What follows belongs to an exercise in optimizing a design on an open flow for small area; a production flow would make more cautious choices. Only simulation tests tie the RTL to the original design; equivalence was not proved. Power and IR drop assume default switching activity.

===== flow/run.sh =====
#!/bin/bash
# Layout flow: the standard flow, with
#  - ABC mapping for area: ORFS's own scripts, copied, with abc_speed.script
#    replaced by flow/abc_speed.script (ORFS's speed script with area
#    recovery in &nf, two more choice-and-map rounds, and without ABC's
#    buffering and gate upsizing, which placement undoes or repeats
#    anyway); ABC maps only the logic between the registers, so the
#    registers are the standard synthesis's;
#  - the port buffers made from the smallest buffer cell instead of the one
#    buffer_ports picks by default;
#  - a clock tree of larger clusters, without dummy loads.
# The make output goes to flow_make.log here.
set -euo pipefail
rm -rf scripts_alt
cp -r "$FLOW_HOME/scripts" scripts_alt
cp flow/abc_speed.script scripts_alt/abc_speed.script
bash standard.sh \
  "SCRIPTS_DIR=$PWD/scripts_alt" \
  "BUFFER_PORTS_ARGS=-buffer_cell sky130_fd_sc_hd__buf_1" \
  "CTS_ARGS=-sink_clustering_enable -repair_clock_nets -dont_use_dummy_load -buf_list {sky130_fd_sc_hd__clkbuf_4} -sink_clustering_size 10 -sink_clustering_max_diameter 40" \
  finish > flow_make.log 2>&1

===== flow/abc_speed.script =====
strash
&get -n
&st
&dch
&nf -R 1000
&st
&syn2
&if -g -K 6
&synch2
&nf -R 1000
&st
&syn2
&if -g -K 6
&synch2
&nf -R 1000
&st
&dch -f
&nf -R 2000
&st
&dch -f
&nf -R 2000
&put
topo
stime -c

===== standard.sh =====
#!/bin/bash
# synth_recipe.tcl (not shown) runs the flow's synth.tcl, then flattens the netlist and writes it again
# the make line also repeats each setting of config.mk as NAME=value (left out here)
make -C /OpenROAD-flow-scripts/flow DESIGN_CONFIG=/design/flow/config.mk WORK_HOME=/design/flow/orfs CLKGATE_MAP_FILE= SYNTH_SCRIPT=/design/flow/synth_recipe.tcl "${@:-finish}"

===== config.mk =====
export PLATFORM = sky130hd
export DESIGN_NAME = dk_core
export DESIGN_NICKNAME = dk_core
export VERILOG_FILES = /design/flow/design.v
export SDC_FILE = /design/flow/constraint.sdc
export NUM_CORES = 4
export LEC_CHECK = 0
export CAP_MARGIN = 5
export CORE_MARGIN = 2
export CORE_UTILIZATION = 70
export SLEW_MARGIN = 5

===== constraint.sdc =====
create_clock -name core_clock -period 30.0 [get_ports {clk}]
set_input_delay 6.0000 -clock core_clock [delete_from_list [all_inputs] [get_ports {clk}]]
set_output_delay 6.0000 -clock core_clock [all_outputs]
set_load 0.01 [all_outputs]

===== design.v =====
`timescale 1ns / 1ps
module rand_gen(
    input wire clk,
    input wire reset,
    input wire en,
    output reg [3:0] rand_out
    );
    function [3:0] lcg4(input [3:0] r);
        case (r)
            4'd0: lcg4 = 4'd9;    4'd1: lcg4 = 4'd6;    4'd2: lcg4 = 4'd3;    4'd3: lcg4 = 4'd0;
            4'd4: lcg4 = 4'd13;   4'd5: lcg4 = 4'd10;   4'd6: lcg4 = 4'd7;    4'd7: lcg4 = 4'd4;
            4'd8: lcg4 = 4'd1;    4'd9: lcg4 = 4'd14;   4'd10: lcg4 = 4'd11;  4'd11: lcg4 = 4'd8;
            4'd12: lcg4 = 4'd5;   4'd13: lcg4 = 4'd2;   4'd14: lcg4 = 4'd15;  default: lcg4 = 4'd12;
        endcase
    endfunction
    always @ (posedge clk) begin
        if (reset) rand_out <= 4'd1;
        else if (en) rand_out <= lcg4(rand_out);
    end
endmodule
`timescale 1ns / 1ps
module barrel(
    input wire clk,
    input wire reset,
    input wire en,
    input wire rst,
    input wire start,
    input wire game_over,
    input wire rand_match,
    output reg [9:0] x,
    output reg [8:0] y,
    output wire [1:0] state,
    output wire [2:0] animation_state
    );
    localparam BARREL_INITIAL = 2'b00,
               BARREL_ROLLING = 2'b01,
               BARREL_FALLING = 2'b10;
    reg sx;          
    reg [4:0] animation_counter;
    reg [1:0] st;
    reg [1:0] next_state;
    assign state = {st[1], st[0] & ~st[1]};
    wire y90  = y == 9'd90;
    wire y91  = y == 9'd91;
    wire y173 = y == 9'd173;
    wire y262 = y == 9'd262;
    wire y352 = y == 9'd352;
    wire y437 = y == 9'd437;
    wire x_right = x >= 10'd591;
    wire x_left  = x <= 10'd7;
    wire lad1 = x >= 10'd539 & x <= 10'd549;
    wire lad2 = x >= 10'd46  & x <= 10'd56;
    wire lad3 = x >= 10'd544 & x <= 10'd554;
    wire lad4 = x >= 10'd51  & x <= 10'd61;
    wire COLLATION_DOWN = y437 | ((y91 | y262) & ~x_right) | ((y173 | y352) & ~x_left);
    wire EN_FALL = (y91 & lad1) | (y173 & lad2) | (y262 & lad3) | (y352 & lad4);
    wire land = COLLATION_DOWN & ~EN_FALL;
    wire over = game_over | (y437 & x == 10'd561);
    wire turn = sx ? (x <= 10'd5) : (x >= 10'd608);
    wire st_init = st == 2'b00;
    wire st_roll = st == 2'b01;
    wire st_fall = st[1];
    wire sy = ~st[0];    
    wire load = reset | (en & st_init);
    wire x_step = en & st_roll & ~turn;
    wire y_step = en & st_fall & sy & ~land;
    wire a_step = en & (st_roll | st_fall);
    reg [9:0] x_next;
    reg [8:0] y_next;
    reg [4:0] a_next;
    reg c;
    integer i;
    always @(*) begin
        c = 1'b0;
        for (i = 0; i < 10; i = i + 1) begin
            x_next[i] = x[i] ^ ((i == 0) ? x_step : (x_step & sx)) ^ c;
            c = (x[i] & ((i == 0) ? x_step : (x_step & sx))) | (c & (x[i] ^ ((i == 0) ? x_step : (x_step & sx))));
        end
        c = y_step;
        for (i = 0; i < 9; i = i + 1) begin
            y_next[i] = y[i] ^ c;
            c = c & y[i];
        end
        c = a_step;
        for (i = 0; i < 5; i = i + 1) begin
            a_next[i] = animation_counter[i] ^ c;
            c = c & animation_counter[i];
        end
    end
    always @(posedge clk) begin
        x <= load ? 10'd203 : x_next;
        y <= load ? 9'd90 : y_next;
        animation_counter <= reset ? 5'd0 : a_next;
        if (reset) begin
            sx <= 1'b0;
            st <= 2'b00;
        end
        else if (en) begin
            st <= next_state;
            if (st_init) sx <= 1'b0;
            else if (st_roll & turn) sx <= ~sx;
        end
    end
    assign animation_state = st_fall ? {2'b10, ~animation_counter[4]}
                                                       : {1'b0, animation_counter[4:3]};
    always @(*) begin
        next_state = st;
        if (st_init) begin
            if (start & ~rst) next_state = 2'b01;
        end
        else if (rst | over) next_state = 2'b00;
        else if (st_roll) begin
            if (~COLLATION_DOWN | (EN_FALL & rand_match)) next_state = 2'b11;
        end
        else next_state = land ? 2'b01 : 2'b10;
    end
endmodule
`timescale 1ns / 1ps
module mario(
    input wire clk,
    input wire reset,
    input wire en,
    input wire rst,
    input wire start,
    input wire over,
    input wire [4:0] keydown,   
    output wire [9:0] x,
    output wire [8:0] y,
    output reg [9:0] xn,        
    output reg [8:0] yn,
    output reg [2:0] state,
    output reg [3:0] animation_state
    );
    localparam MARIO_INITIAL  = 3'b000,
               MARIO_FLYING   = 3'b001,
               MARIO_JUMPING  = 3'b010,
               MARIO_WALKING  = 3'b011,
               MARIO_STANDING = 3'b100,
               MARIO_DYING    = 3'b101,
               MARIO_CLAMPING = 3'b110;
    localparam MARIO_STAND       = 4'b0000,
               MARIO_WALK_LEFT1  = 4'b0001,
               MARIO_WALK_LEFT2  = 4'b0010,
               MARIO_WALK_LEFT3  = 4'b0011,
               MARIO_WALK_RIGHT1 = 4'b0100,
               MARIO_WALK_RIGHT2 = 4'b0101,
               MARIO_WALK_RIGHT3 = 4'b1110,
               MARIO_FLY_LEFT    = 4'b0110,
               MARIO_FLY_RIGHT   = 4'b0111,
               MARIO_CLAMP1      = 4'b1000,
               MARIO_CLAMP2      = 4'b1001,
               MARIO_DIE1        = 4'b1010,
               MARIO_DIE2        = 4'b1011,
               MARIO_DIE3        = 4'b1100,
               MARIO_DIE4        = 4'b1101;
    wire KEYUP    = keydown[0];
    wire KEYLEFT  = keydown[1];
    wire KEYRIGHT = keydown[2];
    wire KEYDOWN  = keydown[3];
    wire KEYJUMP  = keydown[4];
    function [10:0] add11(input [10:0] a, input [10:0] b);
        integer i;
        reg c;
        begin
            c = 1'b0;
            for (i = 0; i < 11; i = i + 1) begin
                add11[i] = a[i] ^ b[i] ^ c;
                c = (a[i] & b[i]) | (c & (a[i] ^ b[i]));
            end
        end
    endfunction
    function [9:0] add10(input [9:0] a, input [9:0] b);
        integer i;
        reg c;
        begin
            c = 1'b0;
            for (i = 0; i < 10; i = i + 1) begin
                add10[i] = a[i] ^ b[i] ^ c;
                c = (a[i] & b[i]) | (c & (a[i] ^ b[i]));
            end
        end
    endfunction
    function [4:0] inc5(input [4:0] v);
        integer i;
        reg c;
        begin
            c = 1'b1;
            for (i = 0; i < 5; i = i + 1) begin
                inc5[i] = v[i] ^ c;
                c = c & v[i];
            end
        end
    endfunction
    reg sx_nz, sx_neg;
    wire [9:0] SPEED_X = sx_nz ? (sx_neg ? 10'h3fc : 10'd4) : 10'd0;
    wire speed_x_pos = sx_nz & ~sx_neg;
    reg signed [9:0] vq;
    reg signed [4:0] vr;
    wire v_neg = vq[9] | vr[4];
    wire v_wrap = (vq == 10'sd409) & (vr >= 5'sd3);                        
    wire v_carry = v_neg ? (vq[9] & (vr >= -5'sd2) & (vr <= 5'sd0)) : (vr >= 5'sd7);
    wire [9:0] vq_inc = add10(vq, 10'd1);
    wire signed [9:0] vq_acc = v_wrap ? -10'sd409 : (v_carry ? vq_inc : vq);
    wire signed [4:0] vr_acc = v_wrap ? vr - 5'sd9 : (v_carry ? vr - 5'sd7 : vr + 5'sd3);
    wire [10:0] ys = add11({2'd0, y}, {vq[9], vq});
    wire [9:0]  xs = add10(x, SPEED_X);
    wire ys_hi0 = ys[10:9] == 2'd0;       
    wire [8:0] ysl = ys[8:0];
    wire xs_l0 = xs >= 10'd217 && xs <= 10'd387;
    wire xs_l1 = xs < 10'd591;    
    wire xs_l2 = xs >= 10'd16;    
    wire COLLATION_DOWN = (y >= 9'd425 && y <= 9'd475) |
                          (x >= 10'd217 && x <= 10'd387 && y >= 9'd17 && y <= 9'd34) |
                          (x <= 10'd590 && y >= 9'd79  && y <= 9'd95) |
                          (x >= 10'd16  && y >= 9'd161 && y <= 9'd177) |
                          (x <= 10'd590 && y >= 9'd250 && y <= 9'd266) |
                          (x >= 10'd16  && y >= 9'd340 && y <= 9'd357);
    wire COLLATION_LEFT  = (x <= 10'd5) |
                           (x >= 10'd250 && x <= 10'd388 && y >= 9'd18  && y <= 9'd69) |
                           (x <= 10'd591 && y >= 9'd80  && y <= 9'd130) |
                           (x >= 10'd49  && y >= 9'd162 && y <= 9'd212) |
                           (x <= 10'd591 && y >= 9'd251 && y <= 9'd301) |
                           (x >= 10'd49  && y >= 9'd341 && y <= 9'd392) |
                           (y >= 9'd426 && y <= 9'd475);
    wire COLLATION_RIGHT = (x >= 10'd606) |
                           (x >= 10'd216 && x <= 10'd354 && y >= 9'd18  && y <= 9'd69) |
                           (x <= 10'd557 && y >= 9'd80  && y <= 9'd130) |
                           (x >= 10'd15  && y >= 9'd162 && y <= 9'd212) |
                           (x <= 10'd557 && y >= 9'd251 && y <= 9'd301) |
                           (x >= 10'd15  && y >= 9'd341 && y <= 9'd392) |
                           (y >= 9'd426 && y <= 9'd475);
    wire EN_CLAMP = (x >= 10'd301 && x <= 10'd399) |
                    (x >= 10'd541 && x <= 10'd555 && y >= 9'd78  && y <= 9'd162) |
                    (x >= 10'd48  && x <= 10'd62  && y >= 9'd160 && y <= 9'd251) |
                    (x >= 10'd546 && x <= 10'd560 && y >= 9'd249 && y <= 9'd341) |
                    (x >= 10'd53  && x <= 10'd67  && y >= 9'd339 && y <= 9'd426);
    wire [9:0] x_move = (xs < 10'd5) ? 10'd5 : (xs > 10'd606) ? 10'd606 : xs;
    wire x_stop = (xs < 10'd5) | (xs > 10'd606);
    reg [8:0] y_fly;
    always @(*) begin
        if (ys_hi0 && ysl < 9'd5) y_fly = 9'd5;
        else if (ys_hi0 && ysl > 9'd53  && ysl < 9'd70  && xs_l0) y_fly = 9'd70;
        else if (ys_hi0 && ysl > 9'd115 && ysl < 9'd131 && xs_l1) y_fly = 9'd131;
        else if (ys_hi0 && ysl > 9'd197 && ysl < 9'd213 && xs_l2) y_fly = 9'd213;
        else if (ys_hi0 && ysl > 9'd286 && ysl < 9'd302 && xs_l1) y_fly = 9'd302;
        else if (ys_hi0 && ysl > 9'd376 && ysl < 9'd393 && xs_l2) y_fly = 9'd393;
        else if (ys_hi0 && ysl > 9'd461 && ysl < 9'd479) y_fly = 9'd479;
        else if ((~ys[10] && ys[9:0] > 10'd425) || (ys[10] && ys[9:0] < 10'd988)) y_fly = 9'd425;   
        else if (ys_hi0 && ysl > 9'd17  && ysl < 9'd34  && xs_l0) y_fly = 9'd17;
        else if (ys_hi0 && ysl > 9'd79  && ysl < 9'd95  && xs_l1) y_fly = 9'd79;
        else if (ys_hi0 && ysl > 9'd161 && ysl < 9'd177 && xs_l2) y_fly = 9'd161;
        else if (ys_hi0 && ysl > 9'd250 && ysl < 9'd266 && xs_l1) y_fly = 9'd250;
        else if (ys_hi0 && ysl > 9'd340 && ysl < 9'd357 && xs_l2) y_fly = 9'd340;
        else y_fly = ysl;
    end
    wire [8:0] y_up   = (y >= 9'd3 && y <= 9'd7) ? 9'd5 : y - 9'd3;
    wire [8:0] y_down = (y >= 9'd423 && y <= 9'd472) ? 9'd425 : y + 9'd3;
    assign x = ~xn;
    assign y = ~yn;
    reg [2:0] next_state;
    reg [4:0] animation_counter;
    reg last_direction;
    always @(posedge clk) begin
      if (reset) begin
        xn <= ~(10'd450);
        yn <= ~(9'd425);
        sx_nz <= 1'b0;
        sx_neg <= 1'b0;
        vq <= 10'sd0;
        vr <= 5'sd0;
        state <= MARIO_INITIAL;
        animation_counter <= 5'd0;
        last_direction <= 1'b1;
      end
      else if (en) begin
        state <= next_state;
        case (state)
            MARIO_INITIAL: begin
                xn <= ~(10'd450);
                yn <= ~(9'd425);
            end
            MARIO_JUMPING: begin
                vq <= -10'sd5;
                vr <= 5'sd0;
            end
            MARIO_FLYING: begin
                animation_counter <= inc5(animation_counter);
                yn <= ~(y_fly);
                xn <= ~(x_move);
                if (x_stop) sx_nz <= 1'b0;
                vq <= vq_acc;
                vr <= vr_acc;
            end
            MARIO_WALKING: begin
                animation_counter <= inc5(animation_counter);
                vq <= 10'sd0;
                vr <= 5'sd0;
                sx_nz <= 1'b1;
                sx_neg <= KEYLEFT;
                if (KEYLEFT) last_direction <= 1'b1;
                else if (KEYRIGHT) last_direction <= 1'b0;
                xn <= ~(x_move);
            end
            MARIO_STANDING: begin
                sx_nz <= 1'b0;
                vq <= 10'sd0;
                vr <= 5'sd0;
            end
            MARIO_DYING: begin
                animation_counter <= inc5(animation_counter);
                sx_nz <= 1'b0;
                vq <= 10'sd0;
                vr <= 5'sd0;
            end
            MARIO_CLAMPING: begin
                sx_nz <= 1'b0;
                vq <= 10'sd0;
                vr <= 5'sd0;
                if (KEYUP | KEYDOWN) begin
                    animation_counter <= inc5(animation_counter);
                    yn <= ~(KEYUP ? y_up : y_down);
                end
            end
            default: ;
        endcase
      end
    end
    always @(*) begin
        case (state)
            MARIO_FLYING: animation_state = last_direction ? MARIO_FLY_LEFT : MARIO_FLY_RIGHT;
            MARIO_WALKING: begin
                if (speed_x_pos) animation_state = animation_counter[2] ? MARIO_WALK_RIGHT3 :
                                                   animation_counter[3] ? MARIO_WALK_RIGHT2 : MARIO_WALK_RIGHT1;
                else animation_state = animation_counter[2] ? MARIO_WALK_LEFT3 :
                                       animation_counter[3] ? MARIO_WALK_LEFT2 : MARIO_WALK_LEFT1;
            end
            MARIO_DYING: case (animation_counter[4:3])
                2'b00: animation_state = MARIO_DIE1;
                2'b01: animation_state = MARIO_DIE2;
                2'b10: animation_state = MARIO_DIE3;
                default: animation_state = MARIO_DIE4;
            endcase
            MARIO_CLAMPING: animation_state = ((KEYDOWN | KEYUP) & animation_counter[2]) ? MARIO_CLAMP2 : MARIO_CLAMP1;
            default: animation_state = last_direction ? MARIO_WALK_LEFT3 : MARIO_WALK_RIGHT3;
        endcase
    end
    always @(*) begin
        next_state = state;
        case (state)
            MARIO_INITIAL: next_state = (start & ~rst) ? MARIO_STANDING : MARIO_INITIAL;
            MARIO_JUMPING: next_state = rst ? MARIO_INITIAL : over ? MARIO_DYING : MARIO_FLYING;
            MARIO_FLYING: begin
                if (rst) next_state = MARIO_INITIAL;
                else if (over) next_state = MARIO_DYING;
                else if (COLLATION_DOWN & ~v_neg) next_state = MARIO_STANDING;
            end
            MARIO_WALKING: begin
                if (rst) next_state = MARIO_INITIAL;
                else if (over) next_state = MARIO_DYING;
                else if (~COLLATION_DOWN) next_state = MARIO_FLYING;
                else if (KEYJUMP) next_state = MARIO_JUMPING;
                else if ((KEYUP | KEYDOWN) & EN_CLAMP) next_state = MARIO_CLAMPING;
                else if (~KEYLEFT & ~KEYRIGHT) next_state = MARIO_STANDING;
            end
            MARIO_STANDING: begin
                if (rst) next_state = MARIO_INITIAL;
                else if (over) next_state = MARIO_DYING;
                else if (~COLLATION_DOWN) next_state = MARIO_FLYING;
                else if (KEYJUMP) next_state = MARIO_JUMPING;
                else if ((KEYUP | KEYDOWN) & EN_CLAMP) next_state = MARIO_CLAMPING;
                else if (KEYLEFT | KEYRIGHT) next_state = MARIO_WALKING;
            end
            MARIO_DYING: if (rst) next_state = MARIO_INITIAL;
            MARIO_CLAMPING: begin
                if (rst) next_state = MARIO_INITIAL;
                else if (over) next_state = MARIO_DYING;
                else if (COLLATION_DOWN & KEYJUMP) next_state = MARIO_JUMPING;
                else if (KEYLEFT & ~COLLATION_LEFT) next_state = MARIO_WALKING;
                else if (KEYRIGHT & ~COLLATION_RIGHT) next_state = MARIO_WALKING;
                else if (~EN_CLAMP) next_state = MARIO_STANDING;
            end
            default: ;
        endcase
    end
endmodule
`timescale 1ns / 1ps
module kong(
    input wire clk,
    input wire reset,
    input wire en,
    input wire rst,
    input wire start,
    input wire over,
    output reg [3:0] drop_count,   
    output reg state,
    output reg [1:0] animation_state
    );
    localparam KONG_INITIAL = 1'b0,
               KONG_PLAYING = 1'b1;
    localparam KONG_NORMAL = 2'b00,
               KONG_GET    = 2'b01,
               KONG_HOLD   = 2'b10,
               KONG_DROP   = 2'b11;
    reg [2:0] animation_counter;   
    reg [5:0] clk_div;             
    always @(posedge clk) begin
      if (reset) begin
        state <= KONG_INITIAL;
        clk_div <= 6'd0;
      end
      else if (en) begin
        state <= state ? ~(rst | over) : (start & ~rst);
        clk_div <= clk_div + 1'b1;
      end
    end
    always @(posedge clk) begin
      if (reset) begin
        animation_state <= KONG_NORMAL;
        drop_count <= 4'd0;
        animation_counter <= 3'd0;
      end
      else if (en && clk_div == 6'b011111) begin
        if (state == KONG_INITIAL) animation_state <= KONG_NORMAL;
        else begin
            case (animation_state)
                KONG_GET: animation_state <= KONG_HOLD;
                KONG_HOLD: animation_state <= KONG_DROP;
                KONG_DROP: begin
                    animation_state <= KONG_NORMAL;
                    drop_count <= drop_count + 1'b1;
                end
                KONG_NORMAL: begin
                    if (animation_counter == 3'b101) begin
                        animation_counter <= 3'd0;
                        animation_state <= KONG_GET;
                    end
                    else animation_counter <= animation_counter + 1'b1;
                end
            endcase
        end
      end
    end
endmodule
`timescale 1ns / 1ps
module queue(
    input wire clk,
    input wire reset,
    input wire en,
    input wire state,
    output reg animation_state
    );
    reg [4:0] animation_counter;
    always @(posedge clk) begin
      if (reset) begin
        animation_state <= 1'b1;
        animation_counter <= 5'd0;
      end
      else if (en) begin
        if (state) begin
            animation_state <= ~animation_counter[4];
            animation_counter <= animation_counter + 1'b1;
        end
        else animation_state <= 1'b1;
      end
    end
endmodule
`timescale 1ns / 1ps
module state_fsm(
    input wire clk,
    input wire reset,
    input wire start,
    input wire restart,
    input wire over,
    input wire success,
    output reg [1:0] state
    );
    localparam GAME_INITIAL = 2'b00,   
               GAME_RUNNING = 2'b01,
               GAME_OVER    = 2'b10,
               GAME_SUCCESS = 2'b11;
    reg [1:0] next_state;
    always @ (posedge clk) begin
        if (reset) state <= GAME_INITIAL;   
        else state <= next_state;
    end
    always@ (*) begin   
        next_state = state;
        case (state)
            GAME_INITIAL: begin
                if (start & ~restart)
                    next_state = GAME_RUNNING;
            end
            GAME_RUNNING: begin
                if (over) begin
                    next_state = GAME_OVER;
                end
                else if (restart) begin
                    next_state = GAME_INITIAL;
                end
                else if (success) begin
                    next_state = GAME_SUCCESS;
                end
            end
            GAME_OVER: begin
                if (restart) begin
                    next_state = GAME_INITIAL;
                end
            end
            GAME_SUCCESS: begin
                if(restart) begin
                    next_state = GAME_INITIAL;
                end
            end
        endcase
    end
endmodule
`timescale 1ns / 1ps
module WelStateControl(
	 input wire clk,
	 input wire reset,
	 input wire start,
	 input wire [4:0] movement,
    output reg [1:0] state
    );
	localparam Welcome_choice1 = 2'b00,
              Welcome_choice2 = 2'b01,
              Acknowledge   =   2'b10,
				  StartRunning  =   2'b11; 
	reg [1:0] next_state;
	always @ (posedge clk) begin
        if (reset) state <= 2'b00;
        else state <= next_state;
   end
	always@ (*) begin
		if(start == 1)begin 
			  next_state = state;
			  case (state)
					Welcome_choice1: 
					begin
						 if (movement[4]) next_state = StartRunning;
						 else if(movement[3]) next_state = Welcome_choice2; 
					end
					Welcome_choice2:
					begin
						 if (movement[4]) next_state = Acknowledge;
						 else if (movement[0]) next_state = Welcome_choice1;
					end
					Acknowledge: 
					begin
						 if (movement[1]) next_state = Welcome_choice2;
					end
			  endcase
		 end
		 else next_state = Welcome_choice1;
    end
endmodule
`timescale 1ns / 1ps
module score(
    input wire clk,
    input wire rst,             
    input wire same_floor,
    input wire intersection,
    input wire mario_jumping,
    output wire goal,           
    output wire wrap            
);
    localparam [1:0] S_IDLE = 2'd0, S_OVER = 2'd1, S_GOAL = 2'd2;
    reg [1:0] state;
    reg [10:0] cnt;             
    wire fb = cnt[10] ^ cnt[8] ^ (cnt[9:0] == 10'd0);
    wire [10:0] cnt_next = {cnt[9:0], fb};
    assign goal = state == S_GOAL;
    assign wrap = goal & (cnt == 11'b10000000000);
    always @(posedge clk) begin
        if (rst) begin
            state <= S_IDLE;
            cnt <= 11'd0;
        end
        else begin
            if (goal) cnt <= cnt_next;
            case (state)
                S_OVER: state <= ~same_floor ? S_IDLE :
                                 intersection ? S_OVER :
                                 mario_jumping ? S_GOAL : S_IDLE;
                S_GOAL: state <= S_IDLE;
                default: state <= (same_floor & intersection) ? S_OVER : S_IDLE;
            endcase
        end
    end
endmodule
module score_total(
    input wire clk,
    input wire rst,
    input wire [15:0] goal,
    input wire [15:0] wrap,
    output reg [19:0] score_dec     
);
    function [1:0] fa(input a, input b, input c);
        fa = {(a & b) | (c & (a ^ b)), a ^ b ^ c};
    endfunction
    function [4:0] pop16(input [15:0] v);
        reg [1:0] a0, a1, a2, a3, a4, b0, b1, b2, d0, d1, d2, e0, e1, e2;
        begin
            a0 = fa(v[0], v[1], v[2]);     a1 = fa(v[3], v[4], v[5]);
            a2 = fa(v[6], v[7], v[8]);     a3 = fa(v[9], v[10], v[11]);
            a4 = fa(v[12], v[13], v[14]);
            b0 = fa(a0[0], a1[0], a2[0]);  b1 = fa(a3[0], a4[0], v[15]);
            b2 = fa(a0[1], a1[1], a2[1]);
            d0 = fa(b0[0], b1[0], 1'b0);
            d1 = fa(b0[1], b1[1], b2[0]);
            d2 = fa(a3[1], a4[1], d0[1]);
            e0 = fa(d1[0], d2[0], 1'b0);
            e1 = fa(b2[1], d1[1], d2[1]);
            e2 = fa(e1[0], e0[1], 1'b0);
            pop16 = {e1[1] & e2[1], e1[1] ^ e2[1], e2[0], e0[0], d0[0]};
        end
    endfunction
    function [4:0] dadd(input [3:0] a, input [3:0] b, input ci);
        reg [1:0] f0, f1, f2, f3;
        reg [3:0] s;
        reg z;
        begin
            f0 = fa(a[0], b[0], ci);
            f1 = fa(a[1], b[1], f0[1]);
            f2 = fa(a[2], b[2], f1[1]);
            f3 = fa(a[3], b[3], f2[1]);
            s = {f3[0], f2[0], f1[0], f0[0]};
            z = f3[1] | (s[3] & (s[2] | s[1]));    
            dadd = {z, s[3] ^ (z & (s[2] | s[1])), s[2] ^ (z & ~s[1]), s[1] ^ z, s[0]};
        end
    endfunction
    function [4:0] dinc(input [3:0] a, input ci);
        reg nine;
        begin
            nine = a[3] & a[0];    
            if (ci & nine) dinc = 5'b10000;
            else dinc = {1'b0, a[3] ^ (ci & a[2] & a[1] & a[0]), a[2] ^ (ci & a[1] & a[0]), a[1] ^ (ci & a[0]), a[0] ^ ci};
        end
    endfunction
    function [19:0] wrap_nines(input [4:0] w);
        case (w)
            5'd0:  wrap_nines = 20'h99999; 5'd1:  wrap_nines = 20'h97951; 5'd2:  wrap_nines = 20'h95903; 5'd3:  wrap_nines = 20'h93855;
            5'd4:  wrap_nines = 20'h91807; 5'd5:  wrap_nines = 20'h89759; 5'd6:  wrap_nines = 20'h87711; 5'd7:  wrap_nines = 20'h85663;
            5'd8:  wrap_nines = 20'h83615; 5'd9:  wrap_nines = 20'h81567; 5'd10: wrap_nines = 20'h79519; 5'd11: wrap_nines = 20'h77471;
            5'd12: wrap_nines = 20'h75423; 5'd13: wrap_nines = 20'h73375; 5'd14: wrap_nines = 20'h71327; 5'd15: wrap_nines = 20'h69279;
            default: wrap_nines = 20'h67231;
        endcase
    endfunction
    function [4:0] bin_dec(input [4:0] n);
        case (n)
            5'd10: bin_dec = 5'h10; 5'd11: bin_dec = 5'h11; 5'd12: bin_dec = 5'h12; 5'd13: bin_dec = 5'h13;
            5'd14: bin_dec = 5'h14; 5'd15: bin_dec = 5'h15; 5'd16: bin_dec = 5'h16;
            default: bin_dec = n;
        endcase
    endfunction
    wire [4:0] n_goal = pop16(goal);
    wire [4:0] n_wrap = pop16(wrap);
    wire [19:0] wk = wrap_nines(n_wrap);
    wire [4:0] ng = bin_dec(n_goal);
    wire [4:0] s0 = dadd(score_dec[3:0], ng[3:0], 1'b0);
    wire [4:0] s1 = dadd(score_dec[7:4], {3'd0, ng[4]}, s0[4]);
    wire [4:0] s2 = dinc(score_dec[11:8], s1[4]);
    wire [4:0] s3 = dinc(score_dec[15:12], s2[4]);
    wire [4:0] s4 = dinc(score_dec[19:16], s3[4]);
    wire [4:0] t0 = dadd(s0[3:0], wk[3:0], 1'b1);
    wire [4:0] t1 = dadd(s1[3:0], wk[7:4], t0[4]);
    wire [4:0] t2 = dadd(s2[3:0], wk[11:8], t1[4]);
    wire [4:0] t3 = dadd(s3[3:0], wk[15:12], t2[4]);
    wire [4:0] t4 = dadd(s4[3:0], wk[19:16], t3[4]);
    always @(posedge clk) begin
        if (rst) score_dec <= 20'd0;
        else score_dec <= {t4[3:0], t3[3:0], t2[3:0], t1[3:0], t0[3:0]};
    end
endmodule
`timescale 1ns / 1ps
module dk_core(
	input wire clk,
	input wire reset,
	input wire tick_fast,
	input wire tick_slow,
	input wire [4:0] keys,
	input wire [1:0] SW,
	output wire [1:0] game_state,
	output wire [1:0] menu_state,
	output wire [9:0] mario_x,
	output wire [8:0] mario_y,
	output wire [2:0] mario_state,
	output wire [3:0] mario_anim,
	output wire kong_state,
	output wire [1:0] kong_anim,
	output wire queue_state,
	output wire queue_anim,
	output wire [159:0] barrel_x_all,
	output wire [143:0] barrel_y_all,
	output wire [31:0] barrel_state_all,
	output wire [47:0] barrel_anim_all,
	output wire collision,
	output wire [23:0] score_bcd
    );
	localparam GAME_INITIAL = 2'b00,
	           GAME_RUNNING = 2'b01,
	           GAME_OVER    = 2'b10,
	           GAME_SUCCESS = 2'b11;
	wire over, success;
	wire [1:0] cur_state;
	wire [1:0] W_state;
	wire g_init = cur_state == GAME_INITIAL;
	wire g_run  = cur_state == GAME_RUNNING;
	wire g_over = cur_state == GAME_OVER;
	assign success = mario_y < 30 && (mario_x > 250 && mario_x < 350) && mario_state == 3'b100;
	state_fsm StateControl(.clk(clk), .reset(reset), .start(W_state[0] & W_state[1]), .restart(SW[1]),
	                       .over(over), .success(success), .state(cur_state));
	WelStateControl Wel00(.clk(clk), .reset(reset), .start(g_init), .movement(keys), .state(W_state));
	assign game_state = cur_state;
	assign menu_state = W_state;
	wire [9:0] mario_xn;   
	wire [8:0] mario_yn;   
	mario myMario(.clk(clk), .reset(reset), .en(tick_slow),
	              .rst(g_init), .start(g_run), .over(g_over),
	              .keydown(keys),
	              .x(mario_x), .y(mario_y), .xn(mario_xn), .yn(mario_yn),
	              .state(mario_state),
	              .animation_state(mario_anim));
	wire [3:0] drop_count;
	kong myKong(.clk(clk), .reset(reset), .en(tick_slow),
	            .rst(g_init), .start(g_run), .over(g_over),
	            .drop_count(drop_count),
	            .state(kong_state),
	            .animation_state(kong_anim));
	assign queue_state = kong_state;
	queue myQueue(.clk(clk), .reset(reset), .en(tick_slow),
	              .state(kong_state),
	              .animation_state(queue_anim));
	wire [3:0] rnd;
	rand_gen rg(.clk(clk), .reset(reset), .en(tick_fast), .rand_out(rnd));
	wire rand_match = rnd[3:2] == 2'b10;
	localparam BARREL_NUM_MAX = 16;
	wire score_rst = reset | g_init;
	wire mario_jumping = mario_state == 3'b001;
	wire mario_low_ok = mario_y < 9'd476;
	wire [15:0] barrel_collision;
	wire [15:0] goal;
	wire [15:0] wrap;
	generate
		genvar i;
		for (i = 0; i < BARREL_NUM_MAX; i = i + 1) begin: barrel_generator
			wire [9:0] bx;
			wire [8:0] by;
			wire [1:0] bs;
			wire [2:0] ba;
			barrel myBarrel(.clk(clk), .reset(reset), .en(tick_fast),
			                .rst(g_init),
			                .start(g_run & (drop_count == i)),
			                .game_over(g_over),
			                .rand_match(rand_match),
			                .x(bx), .y(by), .state(bs), .animation_state(ba));
			wire collision_i, same_floor, intersection;
			barrel_rel myRel(.bx(bx), .by(by), .bs(bs), .mario_xn(mario_xn), .mario_yn(mario_yn),
			                 .mario_low_ok(mario_low_ok),
			                 .collision(collision_i), .same_floor(same_floor), .intersection(intersection));
			assign barrel_collision[i] = collision_i;
			score myScore(.clk(clk), .rst(score_rst),
			              .same_floor(same_floor), .intersection(intersection),
			              .mario_jumping(mario_jumping),
			              .goal(goal[i]), .wrap(wrap[i]));
			assign barrel_x_all[10*i +: 10] = bx;
			assign barrel_y_all[9*i +: 9] = by;
			assign barrel_state_all[2*i +: 2] = bs;
			assign barrel_anim_all[3*i +: 3] = ba;
		end
	endgenerate
	wire [19:0] score_dec;
	score_total myTotal(.clk(clk), .rst(score_rst), .goal(goal), .wrap(wrap), .score_dec(score_dec));
	assign score_bcd = {4'd0, score_dec};
	assign collision = |barrel_collision;
	reg [6:0] coll_run;
	reg coll_full;
	always @(posedge clk) begin
		if (reset) begin
			coll_run <= 7'd0;
			coll_full <= 1'b0;
		end
		else if (tick_slow) begin
			if (~collision) begin
				coll_run <= 7'd0;
				coll_full <= 1'b0;
			end
			else begin
				coll_run <= {coll_run[5:0], coll_run[6] ^ coll_run[5] ^ (coll_run[5:0] == 6'd0)};
				if (coll_run == 7'b1000000) coll_full <= 1'b1;   
			end
		end
	end
	assign over = (~SW[0]) & (coll_full | (mario_x < 183 && mario_y < 114));
endmodule
module barrel_rel(
	input wire [9:0] bx,
	input wire [8:0] by,
	input wire [1:0] bs,
	input wire [9:0] mario_xn,    
	input wire [8:0] mario_yn,    
	input wire mario_low_ok,      
	output wire collision,
	output wire same_floor,
	output wire intersection
	);
	function [10:0] add11(input [10:0] a, input [10:0] b);
		integer j;
		reg c;
		begin
			c = 1'b0;
			for (j = 0; j < 11; j = j + 1) begin
				{c, add11[j]} = {1'b0, a[j]} + {1'b0, b[j]} + {1'b0, c};
			end
		end
	endfunction
	wire [10:0] ex = add11({1'b0, bx}, {1'b1, mario_xn});
	wire [10:0] ey11 = add11({2'b0, by}, {2'b11, mario_yn});
	wire [9:0]  ey = ey11[9:0];
	wire ex_pos = ex[10:6] == 5'b00000;    
	wire ex_neg = ex[10:6] == 5'b11111;    
	wire ey_pos = ey[9:7] == 3'b000;       
	wire ey_neg = ey[9:7] == 3'b111;       
	wire falling = bs == 2'b10;
	wire rolling = bs == 2'b01;
	wire ex_0_32  = ex_pos && ex[5:0] <= 6'd32;                     
	wire ex_m32_m1 = ex_neg && ex[5:0] >= 6'd32;                    
	wire ex_m42_m1 = ex_neg && ex[5:0] >= 6'd22;                    
	wire ex_m42_m10 = ex_neg && ex[5:0] >= 6'd22 && ex[5:0] <= 6'd54;   
	wire y_hit = (ey_pos && ey[6:0] <= 7'd34) || (ey_neg && ey[6:0] >= 7'd104);
	wire x_roll = ex_0_32 | ex_m32_m1;
	wire x_fall = ex_0_32 | ex_m42_m10;
	assign collision = y_hit & ((rolling & x_roll) | (falling & x_fall));
	assign same_floor = mario_low_ok && ey_pos && ey[6:0] >= 7'd7 && ey[6:0] <= 7'd71;
	assign intersection = ex_0_32 | (falling ? ex_m42_m1 : ex_m32_m1);
endmodule

==> reports/summary.txt, run 1 <==
PWR
--------------------------------------------------------------------------------------
Worst-case vdd ir drop                                                       0.0333 mV
Leakage                                                                        20.0 nW
Psw                                                                           0.420 mW
Share of power burned in registers                                               62.1%
P_int                                                                          1.19 mW
Comb power frac                                                                   6.7%
Design Power                                                                   1.61 mW
Total power per unit cell area                                            29.3 nW/um^2
Clock network fraction of total power                                            31.1%
Fraction of power spent switching nets                                           26.2%

DRT
--------------------------------------------------------------------------------------
Post-detailed-routing wire length                                               147 mm
Post-detailed-route count of antenna-violating nets                                  0
Post-route DRC violation count                                                       0
Via density per instance                                                          6.28
Drt first pass iters                                                                 7
Wire per inst                                                                  20.4 um
Via Count                                                                        45.2k
Drt first-iter violations                                                        3,819

CRITICAL PATH
--------------------------------------------------------------------------------------
Crit Path Max Fanout                                                                13
WS Path Type                                                              flop to flop
CP Launch Type                                                                    flop
Data required time of the critical path                                       30.78 ns
Slowest cell on crit path                                                         ha_1
Number of cells traversed by the worst register-to-register path                    63
Maximum cell stage delay along the critical path                               0.55 ns
Most common cell on crit path                                                     fa_1
Crit path capture type                                                            flop
Endpoint arrival time on the critical path                                    16.24 ns

LOGIC SYNTHESIS
--------------------------------------------------------------------------------------
Share of synthesized area occupied by flip-flops and latches                     29.2%
Post-synthesis share of cell area spent on and, or, nand and nor gates           23.3%
Synthesized flop and latch total                                                   743
Number of enable flip-flop cells after synthesis                                     0
Post-synthesis cell area                                                   51,000 um^2
Parity-gate share of the synthesized area counting xor and xnor cells            1.70%
Fraction of the mapped netlist area in adder cells                               26.3%
Share of synthesized area spent on multiplexers                                  3.18%
Instance count of the mapped netlist                                             5,681
Commonest register cell after synthesis                                        dfxtp_1
FFs w/ async S/R, synth                                                             0%
Mean area per synthesized cell                                               8.98 um^2
Synthesized-area fraction occupied by ao, oa, aoi and oai cells                  11.8%
Largest family of logic cells by synthesized area                          adder cells
Unique cell type count in the Yosys netlist                                         72
Synth warnings                                                                      11

CLOCK NETWORK
--------------------------------------------------------------------------------------
Setup fix buffers added after clock tree synthesis                                   0
CTS max path bufs                                                                    3
Worst-path clk slew                                                            0.11 ns
TritonCTS clock tree                                                              done
H-tree depth                                                                         3
Clock root cell                                                               clkbuf_4
Hold Buf Count CTS                                                                   0
Clk Latency, worst-skew pair                                                   0.93 ns
Total clock sinks                                                                  743
TritonCTS buffer count                                                             109
Post-CTS resize count                                                                0

DIE
--------------------------------------------------------------------------------------
Standard cell core area                                                    71,900 um^2
Row count                                                                           98
Die width                                                                       274 um
DIE AREA                                                                   75,000 um^2
Num ports                                                                          455
Starting density of the core                                                     71.0%
Die extent in y                                                                 274 um

PLACE
--------------------------------------------------------------------------------------
# placed instances                                                               7,092
Placed cell area                                                           54,000 um^2
Input/output buffers                                                               450
HPWL reported at the end of detailed placement                                  111 mm
Worst slack at placement                                                      14.61 ns
Weighted congestion reported at the end of routability-driven placement          0.970

GLOBAL ROUTING
--------------------------------------------------------------------------------------
Total Routing Usage GR                                                           39.1%
Wire length of the first global-routing pass                                    232 mm
Overall overflow remaining after global route                                        0
Via count of the first global-routing pass                                       43.6k
Pin count of the biggest net entering global routing                               100
Antenna violations before repair                                                     2

STATUS
--------------------------------------------------------------------------------------
Status                                                                    finished clean

TIMING
--------------------------------------------------------------------------------------
Max-slew headroom                                                                19.2%
Hold slack final                                                              0.471 ns
Slew of the pin with the lowest slew margin                                    1.21 ns
Fin worst setup slack                                                         14.54 ns
Final min period                                                              15.46 ns
Setup repair after global routing missed its margin                                 no
Final setup skew                                                             0.0839 ns
Final setup viols                                                                    0
Final number of max-transition violations                                            0
Final Hold Fails                                                                     0
Maximum frequency from static timing analysis                                 64.7 MHz
Setup TNS                                                                         0 ns
Ratio of final minimum period to clock period                                    51.5%

JOB
--------------------------------------------------------------------------------------
Max_cap viols                                                                        0

CELLS AND AREA
--------------------------------------------------------------------------------------
Share of post-route cells with drive strength above 1                            2.91%
Final cell utilization of the core                                               76.3%
Final non-filler cell area                                                 54,800 um^2
Synthesis-to-layout area growth                                                  7.45%
Post-layout nets                                                                 7,063
Post-route non-filler standard cell count                                        7,203

MIN PATH
--------------------------------------------------------------------------------------
Hold path depth                                                                      2
Class of the worst hold path                                              flop to flop

==> area by class of cell <==
cell class,count,area [um^2]
antenna,2,5.00
clock buffer,109,818
fill,5429,17000
inverter,536,2010
multi-input combinational,4367,33900
sequential,743,14900
tap,950,1190
timing repair buffer,496,2040
==> final timing paths <==
path / from / end / slack (ns)
setup / recovery: barrel_generator[11].myScore.state[0] / myTotal.score_dec[18] / 14.54
hold / removal: barrel_generator[13].myScore.cnt[9] / barrel_generator[13].myScore.cnt[10] / 0.47
setup reg to reg: barrel_generator[11].myScore.state[0] / myTotal.score_dec[18] / 14.54
hold reg to reg: barrel_generator[13].myScore.cnt[9] / barrel_generator[13].myScore.cnt[10] / 0.47
==> cell usage after synthesis, types with 48 or more instances <==
library cell  count  share of area (%)
a31oi_1          72               0.88
nand2b_1         95                1.2
ha_1            342                8.4
nand4_1          86                1.1
and2_0          162                2.0
clkinv_1        536                3.9
nor4_1           85                1.0
nand3_1         171                1.7
a211oi_1         48               0.71
or3_1           124                1.5
o21ai_0         200                2.0
nand2_1         365                2.7
mux2i_1         161                3.2
dfxtp_1         743                 29
xnor2_1          70                1.2
nor2b_1         169                2.1
a21oi_1         276                2.7
fa_1            457                 18
nor2_1          683                5.0
nor3_1          243                2.4
==> power groups by stage <==
stage / Combinational, mW / Sequential (mW) / Clock [mW]
6_report: 0.108 / 0.999 / 0.500
5_1_grt: 0.119 / 1.00 / 0.547
4_1_cts: 0.106 / 0.999 / 0.509
3_5_place_dp: 0.105 / 1.02 / 0
3_3_place_gp: 0.103 / 1.02 / 0
2_1_floorplan: 0.0645 / 1.02 / 0
==> cell families after synthesis <==
group | Yosys count
and+or+nand+nor | 2364
AOI/OAI and AO/OA | 939
adders and majority gates | 799
DFF | 743
buffers and inverters | 574
muxes | 162
xor gates and xnor gates | 99
other | 1
==> state kept, by name, summed over array words and instances, names as in the netlist, 5 cells and up <==
signal and flops:
barrel_generator.myScore.cnt 176, barrel_generator.myBarrel.x 160, barrel_generator.myBarrel.y 144, barrel_generator.myBarrel.animation_counter 80, barrel_generator.myBarrel.st 32, barrel_generator.myScore.state 32, myTotal.score_dec 20, barrel_generator.myBarrel.sx 16
myMario.vq 10, myMario.xn 10, myMario.yn 9, coll_run 7, myKong.clk_div 6, myMario.animation_counter 5, myMario.vr 5, myQueue.animation_counter 5
==> layout by cell type, fill, tap and decap left out, types with 21 or more instances in the layout <==
master,instances
a211oi_1,48
a21o_1,21
a21oi_1,276
a31oi_1,72
and2_0,162
and3_1,41
buf_1,447
buf_4,46
clkbuf_4,110
clkinv_1,521
dfxtp_1,737
fa_1,457
ha_1,342
mux2i_1,161
nand2_1,365
nand2b_1,95
nand3_1,171
nand4_1,86
nor2_1,682
nor2b_1,168
nor3_1,243
nor3b_1,29
nor4_1,85
nor4b_1,29
o2111ai_1,37
o21ai_0,200
o22ai_1,21
o31ai_1,41
or3_1,124
xnor2_1,70
xor2_1,29
==> critical path, delay by kind of cell (launching register included) <==
kind	cells	cell delay (ns)
flip-flops	1	0.34
adder cells (fa/ha/maj)	32	11.11
buffers and inverters	17	1.42
AO/OA/AOI/OAI	6	1.30
AND/OR/NAND/NOR	7	1.01
XOR/XNOR	1	0.11
==> metal layers <==
layer	vias up	track usage, %	part of all wire [%]
met5	-	0	0
met4	0	19.2	5.6
met3	488	8.11	9.4
met2	2124	62.3	45
met1	21600	50.9	40
li1	21100	-	-
==> inputs of run 2 (changes only) <==
--- a/flow/run.sh
+++ b/flow/run.sh
@@ -19,3 +19,3 @@
   "BUFFER_PORTS_ARGS=-buffer_cell sky130_fd_sc_hd__buf_1" \
-  "CTS_ARGS=-sink_clustering_enable -repair_clock_nets -dont_use_dummy_load -buf_list {sky130_fd_sc_hd__clkbuf_4} -sink_clustering_size 10 -sink_clustering_max_diameter 40" \
+  "CTS_ARGS=-sink_clustering_enable -repair_clock_nets -dont_use_dummy_load -buf_list {sky130_fd_sc_hd__clkbuf_8} -sink_clustering_size 16 -sink_clustering_max_diameter 50" \
   finish > flow_make.log 2>&1
==> run 2 against run 1 <==
  * Non-clock buffer count unchanged
  * Die area unchanged
  * Largest power group unchanged
  * Combinational power about the same
  * Critical path depth decreased by 1
==> reports/summary.txt, run 2 <==
STATUS
--------------------------------------------------------------------------------------
Status                                                                    finished clean

LOGIC SYNTHESIS
--------------------------------------------------------------------------------------
Synthesized flop and latch total                                                   743
Post-synthesis cell area                                                   51,000 um^2
Most numerous cell types in the synthesized netlist                       dfxtp_1 (743), nor2_1 (683), clkinv_1 (536)
Instance count of the mapped netlist                                             5,681
Number of enable flip-flop cells after synthesis                                     0
Library cell with the highest instance count after synthesis                   dfxtp_1
Synth warnings                                                                      11
FFs w/ async S/R, synth                                                             0%
Unique cell type count in the Yosys netlist                                         72
Share of synthesized area occupied by flip-flops and latches                     29.2%
Area share of the leading cell type in the synthesized netlist                   29.2%
Top area cells in the synthesized netlist                                 dfxtp_1 (29%), fa_1 (18%), ha_1 (8.4%)
Commonest register cell after synthesis                                        dfxtp_1
Mean area per synthesized cell                                               8.98 um^2
Largest area contributor in the synthesized netlist                            dfxtp_1

DRT
--------------------------------------------------------------------------------------
Met2 wire len                                                                  67.4 mm
Met3 routed wirelength                                                         14.1 mm
Post-route DRC violation count                                                       0
Drt first pass iters                                                                 8
Drt first-iter violations                                                        3,897
Post-detailed-route count of antenna-violating nets                                  0
Wire per inst                                                                  20.6 um
Via Count                                                                        45.1k
Met1 wire length                                                               58.4 mm
Highest routing layer actually used                                               met4
Post-detailed-routing wire length                                               148 mm
Via density per instance                                                          6.29

CELLS AND AREA
--------------------------------------------------------------------------------------
Commonest non-fill, non-tap cell in the layout                                 dfxtp_1
Post-layout nets                                                                 7,034
Leading registers by flop count                                           barrel_generator.myScore.cnt: 176 flops, barrel_generator.myBarrel.x: 160 flops, barrel_generator.myBarrel.y: 144 flops
Highest-count cells in the layout ignoring fill and taps                  dfxtp_1 (737), nor2_1 (682), clkinv_1 (521), fa_1 (457), buf_1 (447)
Share of post-route cells with drive strength above 1                            2.46%
Flip-flop count of the largest register, all copies and words added                176
Final cell utilization of the core                                               76.7%
Synthesis-to-layout area growth                                                  8.00%
Reg with most FFs                                                         barrel_generator.myScore.cnt

CRITICAL PATH
--------------------------------------------------------------------------------------
Slowest cell on crit path                                                         fa_1
Endpoint arrival time on the critical path                                    16.03 ns
Data required time of the critical path                                       30.54 ns
Delay-heaviest family, CP                                                  adder cells
Crit Path Max Fanout                                                                13
Minimum setup slack among reg-to-reg paths                                    14.52 ns
CP Launch Type                                                                    flop
Count of buffer and inverter cells on the critical path                             16
Crit path capture type                                                            flop
Critical R2R Launch                                                       barrel_generator[10].myScore.state[1]
Path length in cells of the critical path                                           62
Most common cell on crit path                                                     fa_1
Destination of the worst register-to-register timing path                 myTotal.score_dec[18]
Critical path origin                                                      barrel_generator[10].myScore.state[1]
Maximum cell stage delay along the critical path                               0.59 ns
WS Path Type                                                              flop to flop
Number of cells traversed by the worst register-to-register path                    62

PWR
--------------------------------------------------------------------------------------
Leakage                                                                        20.1 nW
Design Power                                                                   1.69 mW
Worst-case vdd ir drop                                                       0.0415 mV
Total power per unit cell area                                            30.6 nW/um^2

MIN PATH
--------------------------------------------------------------------------------------
Hold path depth                                                                      2
Endpoint of the worst hold-timing path                                    myMario.sx_neg
Class of the worst hold path                                              flop to flop
Worst hold start                                                          myMario.sx_neg

TIMING
--------------------------------------------------------------------------------------
Final min period                                                              15.48 ns
Setup TNS                                                                         0 ns
Slew of the pin with the lowest slew margin                                    1.23 ns
Setup repair after global routing missed its margin                                 no
Final Hold Fails                                                                     0
Final setup viols                                                                    0
Fin worst setup slack                                                         14.52 ns
Final number of max-transition violations                                            0
Maximum frequency from static timing analysis                                 64.6 MHz
Max-slew headroom                                                                18.1%
Ratio of final minimum period to clock period                                    51.6%
Final setup skew                                                             0.0735 ns

CLOCK NETWORK
--------------------------------------------------------------------------------------
Setup fix buffers added after clock tree synthesis                                   0
H-tree depth                                                                         3
Total clock sinks                                                                  743
Post-CTS resize count                                                                0
CTS max path bufs                                                                    3
Clk Latency, worst-skew pair                                                   0.71 ns
Worst-path clk slew                                                            0.10 ns
Hold Buf Count CTS                                                                   0
TritonCTS buffer count                                                              80
Clock root cell                                                               clkbuf_8
TritonCTS clock tree                                                              done

GLOBAL ROUTING
--------------------------------------------------------------------------------------
Antenna violations before repair                                                     2
Total Routing Usage GR                                                           39.2%
Wire length of the first global-routing pass                                    232 mm
Overall overflow remaining after global route                                        0
Pin count of the biggest net entering global routing                               100
Via count of the first global-routing pass                                       43.5k

DIE
--------------------------------------------------------------------------------------
Standard cell core area                                                    71,900 um^2
Die width                                                                       274 um
Die extent in y                                                                 274 um
DIE AREA                                                                   75,000 um^2
Row count                                                                           98
Num ports                                                                          455
Starting density of the core                                                     71.0%

PLACE
--------------------------------------------------------------------------------------
HPWL reported at the end of detailed placement                                  111 mm
Worst slack at placement                                                      14.61 ns
Weighted congestion reported at the end of routability-driven placement          0.970
Input/output buffers                                                               450

JOB
--------------------------------------------------------------------------------------
Max_cap viols                                                                        0

-- run 2: cell count changes in the layout (fill, tap and decap cells not counted), sizes merged --
cell,before,now
clkbuf,111,82
diode,2,1
-- run 2: per-layer routing --
| metal | up-vias | global-route usage (%) |
|---|---|---|
| met5 | - | 0 |
| met4 | 0 | 18.8 |
| met3 | 481 | 7.92 |
| met2 | 2145 | 63.0 |
| met1 | 21500 | 50.9 |
| li1 | 21000 | - |
-- run 2: area by class of cell --
type / instances / area (um^2)
Multi-Input combinational cell: 4367 / 33900
Fill cell: 5352 / 16800
Tap cell: 950 / 1190
Timing Repair Buffer: 496 / 2040
Clock buffer: 80 / 1100
Inverter: 536 / 2010
Antenna cell: 1 / 2.50
Sequential cell: 743 / 14900
-- run 2: worst max path at each step --
stage                                       end  slack (ns)
after global routing      myTotal.score_dec[18]       13.67
final                     myTotal.score_dec[18]       14.52
after CTS                 myTotal.score_dec[18]       14.58
after global placement    myTotal.score_dec[18]       15.02
after floorplan           myTotal.score_dec[18]       15.41
after detailed placement  myTotal.score_dec[18]       14.61
-- run 2: cells by family after synthesis --
kind of cell / count (synthesis) / synth area share [%]
other: 1 / 0.00735
buffers and inverters: 574 / 4.50
multiplexers: 162 / 3.18
AND/OR/NAND/NOR: 2364 / 23.3
XOR/XNOR: 99 / 1.70
adder cells (fa/ha/maj): 799 / 26.3
flip-flops: 743 / 29.2
AO/OA/AOI/OAI: 939 / 11.8
-- run 2: tightest hold or removal path, stage by stage (launching register included) --
cell and delay, ns:
dfxtp_1 0.31, nand2_1 0.06, a21oi_1 0.05
-- run 2: report_power, final --
group | total [mW] | internal (mW) | switching, mW
clock network | 0.579 | 0.237 | 0.342
logic | 0.108 | 0.0316 | 0.0769
registers | 0.999 | 0.991 | 0.00816
total | 1.69 | 1.26 | 0.427
-- run 2: through the flow --
stage	instance area (um^2)	hold WS [ns]	std cells
floorplan	51000	0.438	5684
global placement	54000	0.459	7092
detailed placement	54000	0.467	7092
CTS	55100	0.477	7172
global route	55100	0.512	7173
finish	55100	0.475	7173
==> inputs of run 3 (changes only) <==
--- a/design.v
+++ b/design.v
@@ -255,4 +255,5 @@
     end
-    wire [8:0] y_up   = (y >= 9'd3 && y <= 9'd7) ? 9'd5 : y - 9'd3;
-    wire [8:0] y_down = (y >= 9'd423 && y <= 9'd472) ? 9'd425 : y + 9'd3;
+    wire [10:0] y_pm3 = add11({2'd0, y}, KEYUP ? 11'h7fd : 11'd3);    
+    wire [8:0] y_up   = (y >= 9'd3 && y <= 9'd7) ? 9'd5 : y_pm3[8:0];
+    wire [8:0] y_down = (y >= 9'd423 && y <= 9'd472) ? 9'd425 : y_pm3[8:0];
     assign x = ~xn;
--- a/flow/run.sh
+++ b/flow/run.sh
@@ -10,3 +10,4 @@
 #    buffer_ports picks by default;
-#  - a clock tree of larger clusters, without dummy loads.
+#  - a clock tree of small clock buffers (clkbuf_4), each driving a cluster
+#    of up to 10 registers, without dummy loads.
 # The make output goes to flow_make.log here.
@@ -19,3 +20,3 @@
   "BUFFER_PORTS_ARGS=-buffer_cell sky130_fd_sc_hd__buf_1" \
-  "CTS_ARGS=-sink_clustering_enable -repair_clock_nets -dont_use_dummy_load -buf_list {sky130_fd_sc_hd__clkbuf_8} -sink_clustering_size 16 -sink_clustering_max_diameter 50" \
+  "CTS_ARGS=-sink_clustering_enable -repair_clock_nets -dont_use_dummy_load -buf_list {sky130_fd_sc_hd__clkbuf_4} -sink_clustering_size 10 -sink_clustering_max_diameter 40" \
   finish > flow_make.log 2>&1
==> run 3 against run 2 <==
  * Clock power down 12%
  * Critical path depth up 1
  * Critical endpoint unchanged
  * Sequential share of layout area up 0.21 points
  * Sequential cell count unchanged
  * Highest routed layer unchanged
==> reports/summary.txt, run 3 <==
CELLS AND AREA
--------------------------------------------------------------------------------------
Highest-count cells in the layout ignoring fill and taps                  dfxtp_1 (738), nor2_1 (672), clkinv_1 (524), fa_1 (464), buf_1 (448)
Final non-filler cell area                                                 54,700 um^2
Leading registers by flop count                                           barrel_generator.myScore.cnt: 176 flops, barrel_generator.myBarrel.x: 160 flops, barrel_generator.myBarrel.y: 144 flops
Post-layout nets                                                                 7,025
Flip-flop count of the largest register, all copies and words added                176
Reg with most FFs                                                         barrel_generator.myScore.cnt
Final cell utilization of the core                                               76.2%
Share of post-route cells with drive strength above 1                            2.96%
Synthesis-to-layout area growth                                                  7.58%
Commonest non-fill, non-tap cell in the layout                                 dfxtp_1

DIE
--------------------------------------------------------------------------------------
DIE AREA                                                                   74,800 um^2
Die width                                                                       273 um
Starting density of the core                                                     70.8%
Die extent in y                                                                 273 um
Num ports                                                                          455
Standard cell core area                                                    71,700 um^2
Row count                                                                           98

DRT
--------------------------------------------------------------------------------------
Drt first pass iters                                                                 6
Post-detailed-routing wire length                                               150 mm
Met1 wire length                                                               58.5 mm
Highest routing layer actually used                                               met4
Met2 wire len                                                                  65.9 mm
Post-detailed-route count of antenna-violating nets                                  0
Via density per instance                                                          6.28
Via Count                                                                        45.0k
Met3 routed wirelength                                                         16.1 mm
Post-route DRC violation count                                                       0
Drt first-iter violations                                                        3,937
Wire per inst                                                                  21.0 um

TIMING
--------------------------------------------------------------------------------------
Slew of the pin with the lowest slew margin                                    1.23 ns
Final setup viols                                                                    0
Setup repair after global routing missed its margin                                 no
Setup TNS                                                                         0 ns
Maximum frequency from static timing analysis                                 64.7 MHz
Max-slew headroom                                                                17.7%
Final number of max-transition violations                                            0
Ratio of final minimum period to clock period                                    51.5%
Final setup skew                                                              0.121 ns
Final Hold Fails                                                                     0
Fin worst setup slack                                                         14.54 ns
Final min period                                                              15.46 ns

LOGIC SYNTHESIS
--------------------------------------------------------------------------------------
Commonest register cell after synthesis                                        dfxtp_1
Mean area per synthesized cell                                               9.02 um^2
Library cell with the highest instance count after synthesis                   dfxtp_1
Number of enable flip-flop cells after synthesis                                     0
Most numerous cell types in the synthesized netlist                       dfxtp_1 (743), nor2_1 (673), clkinv_1 (539)
Largest area contributor in the synthesized netlist                            dfxtp_1
Share of synthesized area occupied by flip-flops and latches                     29.3%
Synthesized flop and latch total                                                   743
Post-synthesis cell area                                                   50,800 um^2
Top area cells in the synthesized netlist                                 dfxtp_1 (29%), fa_1 (18%), ha_1 (8.4%)
Area share of the leading cell type in the synthesized netlist                   29.3%
Unique cell type count in the Yosys netlist                                         73
Instance count of the mapped netlist                                             5,633
Synth warnings                                                                      11
FFs w/ async S/R, synth                                                             0%

PWR
--------------------------------------------------------------------------------------
Comb power frac                                                                   7.3%
Fraction of power spent switching nets                                           26.5%
Leakage                                                                        20.0 nW
P_int                                                                          1.20 mW
Worst-case vdd ir drop                                                       0.0322 mV
Total power per unit cell area                                            29.8 nW/um^2
Share of power burned in registers                                               61.5%
Clock network fraction of total power                                            31.3%
Psw                                                                           0.431 mW

PLACE
--------------------------------------------------------------------------------------
HPWL reported at the end of detailed placement                                  112 mm
Worst slack at placement                                                      14.54 ns
Input/output buffers                                                               450
Weighted congestion reported at the end of routability-driven placement          0.969
Placed cell area                                                           53,800 um^2

CRITICAL PATH
--------------------------------------------------------------------------------------
Most common cell on crit path                                                     fa_1
CP Launch Type                                                                    flop
WS Path Type                                                              flop to flop
Maximum cell stage delay along the critical path                               0.60 ns
Delay-heaviest family, CP                                                  adder cells
Endpoint arrival time on the critical path                                    16.25 ns
Count of buffer and inverter cells on the critical path                             17
Data required time of the critical path                                       30.79 ns
Crit Path Max Fanout                                                                13
Crit path capture type                                                            flop
Slowest cell on crit path                                                         fa_1

GLOBAL ROUTING
--------------------------------------------------------------------------------------
Total Routing Usage GR                                                           40.0%
Overall overflow remaining after global route                                        0
Antenna violations before repair                                                     4
Wire length of the first global-routing pass                                    234 mm
Via count of the first global-routing pass                                       43.2k
Pin count of the biggest net entering global routing                                94

STATUS
--------------------------------------------------------------------------------------
Status                                                                    finished clean

CLOCK NETWORK
--------------------------------------------------------------------------------------
Setup fix buffers added after clock tree synthesis                                   0
Clock root cell                                                               clkbuf_4
Clk Latency, worst-skew pair                                                   0.99 ns
H-tree depth                                                                         3
Post-CTS resize count                                                                0
Total clock sinks                                                                  743
Worst-path clk slew                                                            0.10 ns
Hold Buf Count CTS                                                                   0
TritonCTS buffer count                                                             112
TritonCTS clock tree                                                              done
CTS max path bufs                                                                    3

MIN PATH
--------------------------------------------------------------------------------------
Class of the worst hold path                                              flop to flop

JOB
--------------------------------------------------------------------------------------
Max_cap viols                                                                        0

[run 3: final cells by class]
cell class,instances,area [um^2]
diodes,9,22.5
repair buffers,497,2050
flip-flops and latches,743,14900
multi-input cells,4316,33700
inverters,539,2020
clock buffers,112,841
well taps,950,1190
fillers,5386,17100
[run 3: stage by stage]
step,total power [mW],cells,hold WS (ns)
3_5_place_dp,1.14,7045,0.466
3_3_place_gp,1.13,7045,0.454
4_1_cts,1.63,7157,0.472
2_1_floorplan,1.09,5636,0.438
6_report,1.63,7166,0.464
5_1_grt,1.68,7164,0.492
[run 3: cells by family (layout without fill, tap and decap cells)]
family / after synthesis / in the layout / synth area share (%)
compound gates: 938 / 938 / 11.8
buf+inv: 577 / 1148 / 4.54
other cells: 1 / 13 / 0.00738
simple gates: 2315 / 2315 / 22.9
mux: 161 / 161 / 3.17
fa+ha+maj: 805 / 805 / 26.7
xor+xnor: 93 / 93 / 1.60
flops: 743 / 743 / 29.3
[run 3: power by group through the flow]
| stage | clock network, mW | registers, mW | logic, mW |
|---|---|---|---|
| final | 0.509 | 1.00 | 0.118 |
| after global routing | 0.553 | 1.00 | 0.130 |
| after CTS | 0.517 | 1.00 | 0.115 |
| after detailed placement | 0 | 1.02 | 0.115 |
| after global placement | 0 | 1.02 | 0.111 |
| after floorplan | 0 | 1.02 | 0.0713 |
[run 3: final timing paths]
check	start	to	cells past startpoint	slack, ns
worst min register to register	barrel_generator[8].myScore.cnt[4]	barrel_generator[8].myScore.cnt[5]	2	0.46
worst max register to register	barrel_generator[7].myScore.state[0]	myTotal.score_dec[18]	63	14.54
worst min-delay path	barrel_generator[8].myScore.cnt[4]	barrel_generator[8].myScore.cnt[5]	2	0.46
worst max-delay path	barrel_generator[7].myScore.state[0]	myTotal.score_dec[18]	63	14.54
[run 3: tightest hold or removal path, stage by stage (launching register included)]
cell and delay [ns]:
dfxtp_1 0.35, mux2i_1 0.08, nor2_1 0.07
[run 3: metal layers]
metal  vias to the layer above  GRT usage (%)
met2                      2250           61.4
met4                         0           22.3
li1                      20800              -
met3                       566           9.88
met5                         -              0
met1                     21300           51.9
==> inputs of run 4 (changes only) <==
--- a/design.v
+++ b/design.v
@@ -596,4 +596,6 @@
     input wire [15:0] wrap,
-    output reg [19:0] score_dec     
+    output wire [19:0] score_dec    
 );
+    reg [17:0] dec;
+    assign score_dec = {2'b00, dec};
     function [1:0] fa(input a, input b, input c);
@@ -671,4 +673,4 @@
     always @(posedge clk) begin
-        if (rst) score_dec <= 20'd0;
-        else score_dec <= {t4[3:0], t3[3:0], t2[3:0], t1[3:0], t0[3:0]};
+        if (rst) dec <= 18'd0;
+        else dec <= {t4[1:0], t3[3:0], t2[3:0], t1[3:0], t0[3:0]};
     end
==> run 4 against run 3 <==
  * Still clean on timing, DRC and antenna
  * Sequential share of layout area about the same
  * Maximum frequency up 1.5%
  * Total power shrank 3.7%
  * Critical path depth is 4 lower
  * First-iteration DRC count up 6.4%
  * Clock power about the same
  * Core utilization decreased by 0.16 points
  * Cell count about the same
  * Sequential cell count shrank 2
  * Worst hold slack worse by 0.023 ns
  * Global-route usage decreased by 0.58 points
  * Largest power group unchanged
==> reports/summary.txt, run 4 <==
STATUS
----------------------------------------------------------------------------------
Status                                                                finished clean

DRT
----------------------------------------------------------------------------------
Drt first-iter violations                                                    4,189
Wire per inst                                                              20.7 um
Via density per instance                                                      6.29
Post-route DRC violation count                                                   0
Via Count                                                                    45.1k
Post-detailed-routing wire length                                           148 mm

TIMING
----------------------------------------------------------------------------------
Maximum frequency from static timing analysis                             65.7 MHz
Final setup skew                                                          0.122 ns
Final number of max-transition violations                                        0
Final setup viols                                                                0
Final min period                                                          15.23 ns
Final Hold Fails                                                                 0
Setup repair after global routing missed its margin                             no

DIE
----------------------------------------------------------------------------------
Standard cell core area                                                71,600 um^2
Starting density of the core                                                 70.7%

GLOBAL ROUTING
----------------------------------------------------------------------------------
Wire length of the first global-routing pass                                231 mm
Total Routing Usage GR                                                       39.4%
Via count of the first global-routing pass                                   43.0k
Met2 demand-to-capacity share in global routing                              62.2%
Overall overflow remaining after global route                                    0
Pin count of the biggest net entering global routing                            93

CRITICAL PATH
----------------------------------------------------------------------------------
Maximum cell stage delay along the critical path                           0.57 ns
Crit path capture type                                                        flop
Slowest cell on crit path                                                     fa_1
WS Path Type                                                          flop to flop

PWR
----------------------------------------------------------------------------------
Design Power                                                               1.57 mW
Worst-case vdd ir drop                                                   0.0350 mV
Clock network fraction of total power                                        32.7%
Leakage                                                                    19.9 nW
Fraction of power spent switching nets                                       25.0%

CELLS AND AREA
----------------------------------------------------------------------------------
Share of post-route cells with drive strength above 1                        2.98%
Commonest non-fill, non-tap cell in the layout                             dfxtp_1
Flip-flop count of the largest register, all copies and words added            176
Final cell utilization of the core                                           76.0%

CLOCK NETWORK
----------------------------------------------------------------------------------
Total clock sinks                                                              741
Post-CTS resize count                                                            0
CTS max path bufs                                                                3
Clock root cell                                                           clkbuf_4
Clk Latency, worst-skew pair                                               0.98 ns

LOGIC SYNTHESIS
----------------------------------------------------------------------------------
Largest area contributor in the synthesized netlist                        dfxtp_1
Share of synthesized area occupied by flip-flops and latches                 29.3%
Area share of the leading cell type in the synthesized netlist               29.3%
Library cell with the highest instance count after synthesis               dfxtp_1
Most numerous cell types in the synthesized netlist                   dfxtp_1 (741), nor2_1 (650), clkinv_1 (551)
Unique cell type count in the Yosys netlist                                     72

PLACE
----------------------------------------------------------------------------------
Input/output buffers                                                           448

JOB
----------------------------------------------------------------------------------
Max_cap viols                                                                    0

MIN PATH
----------------------------------------------------------------------------------
Class of the worst hold path                                          flop to flop

[run 4: changes by cell type after synthesis, sizes merged, moves of 10 or more]
cell    change
a21oi      +11
clkinv     +12
nand2b     -18
nand4      +17
nor2       -23
nor2b      +10
nor4       +19
or3        +11
[run 4: worst max-delay path: cells and delay by family, from the launching register on]
kind                     cells  cell delay (ns)
AO/OA/AOI/OAI                7             1.28
flip-flops                   1             0.34
AND/OR/NAND/NOR              6             1.30
buffers and inverters       16             1.38
adder cells (fa/ha/maj)     30            10.78
[run 4: power by group through the flow]
stage	Sequential, mW	Clock, mW	Combinational (mW)
floorplan	1.01	0	0.0346
global placement	1.01	0	0.0616
detailed placement	1.01	0	0.0629
global route	0.991	0.560	0.0704
CTS	0.990	0.521	0.0630
finish	0.990	0.512	0.0646
[run 4: final timing paths]
check                                             start                                    to  slack, ns  cells past startpoint
setup / recovery  barrel_generator[10].myScore.state[0]                       myTotal.dec[17]      14.77                     59
hold reg to reg     barrel_generator[14].myScore.cnt[9]  barrel_generator[14].myScore.cnt[10]       0.44                      2
setup reg to reg  barrel_generator[10].myScore.state[0]                       myTotal.dec[17]      14.77                     59
hold / removal      barrel_generator[14].myScore.cnt[9]  barrel_generator[14].myScore.cnt[10]       0.44                      2
[run 4: layout make-up]
class | count | area share (%)
Inverter | 551 | 3.80
Timing Repair Buffer | 493 | 3.72
Antenna cell | 5 | 0.0230
Tap cell | 950 | 2.18
Clock buffer | 114 | 1.57
Sequential cell | 741 | 27.3
Multi-Input combinational cell | 4313 | 61.5
[run 4: kinds of logic after synthesis]
logic type                 Yosys count  synth area share [%]
xor gates and xnor gates            91                  1.57
muxes                              152                  3.01
other                                1               0.00741
adders and majority gates          803                  26.7
AOI/OAI and AO/OA                  935                  11.7
DFF                                741                  29.3
buffers and inverters              591                  4.67
and+or+nand+nor                   2326                  23.1
[run 4: through the flow]
stage          cells  area, um^2  setup slack, ns
6_report        7167       54500            14.77
5_1_grt         7165       54500            13.87
4_1_cts         7162       54400            14.78
3_5_place_dp    7048       53600            14.80
3_3_place_gp    7048       53600            15.28
2_1_floorplan   5645       50700            15.65
[run 4: metal layers]
layer	part of all wire, %	vias to the layer above
met5	0	-
met4	6.1	0
met3	9.7	506
met2	45	2257
met1	39	21400
li1	-	20900

==> what the ideal ports hide <==
In the flow no input, the clock included, has a driving cell. The finished layouts below were timed again as built, in two steps.
Step 1 assumes that a clkbuf_16 drives the clock port and a buf_2 every other input.
Step 2 also shifts input and output timing later by t, the mid clock arrival at the registers, as if the neighbouring blocks saw the same clock.
a / b / c = ideal ports / drivers / drivers and shift; a / b = the first two.
run | t (ns) | setup slack, ns | slew at the worst register clock pin (ns)
run 1 | 0.960 | 14.536 / 14.536 / 14.536 | 0.11 / 0.11
run 2 | 0.748 | 14.517 / 14.517 / 14.517 | 0.10 / 0.10
run 3 | 0.986 | 14.540 / 14.540 / 14.540 | 0.11 / 0.11
run 4 | 0.978 | 14.775 / 14.775 / 14.775 | 0.12 / 0.12
After both steps every run listed still meets setup and hold.
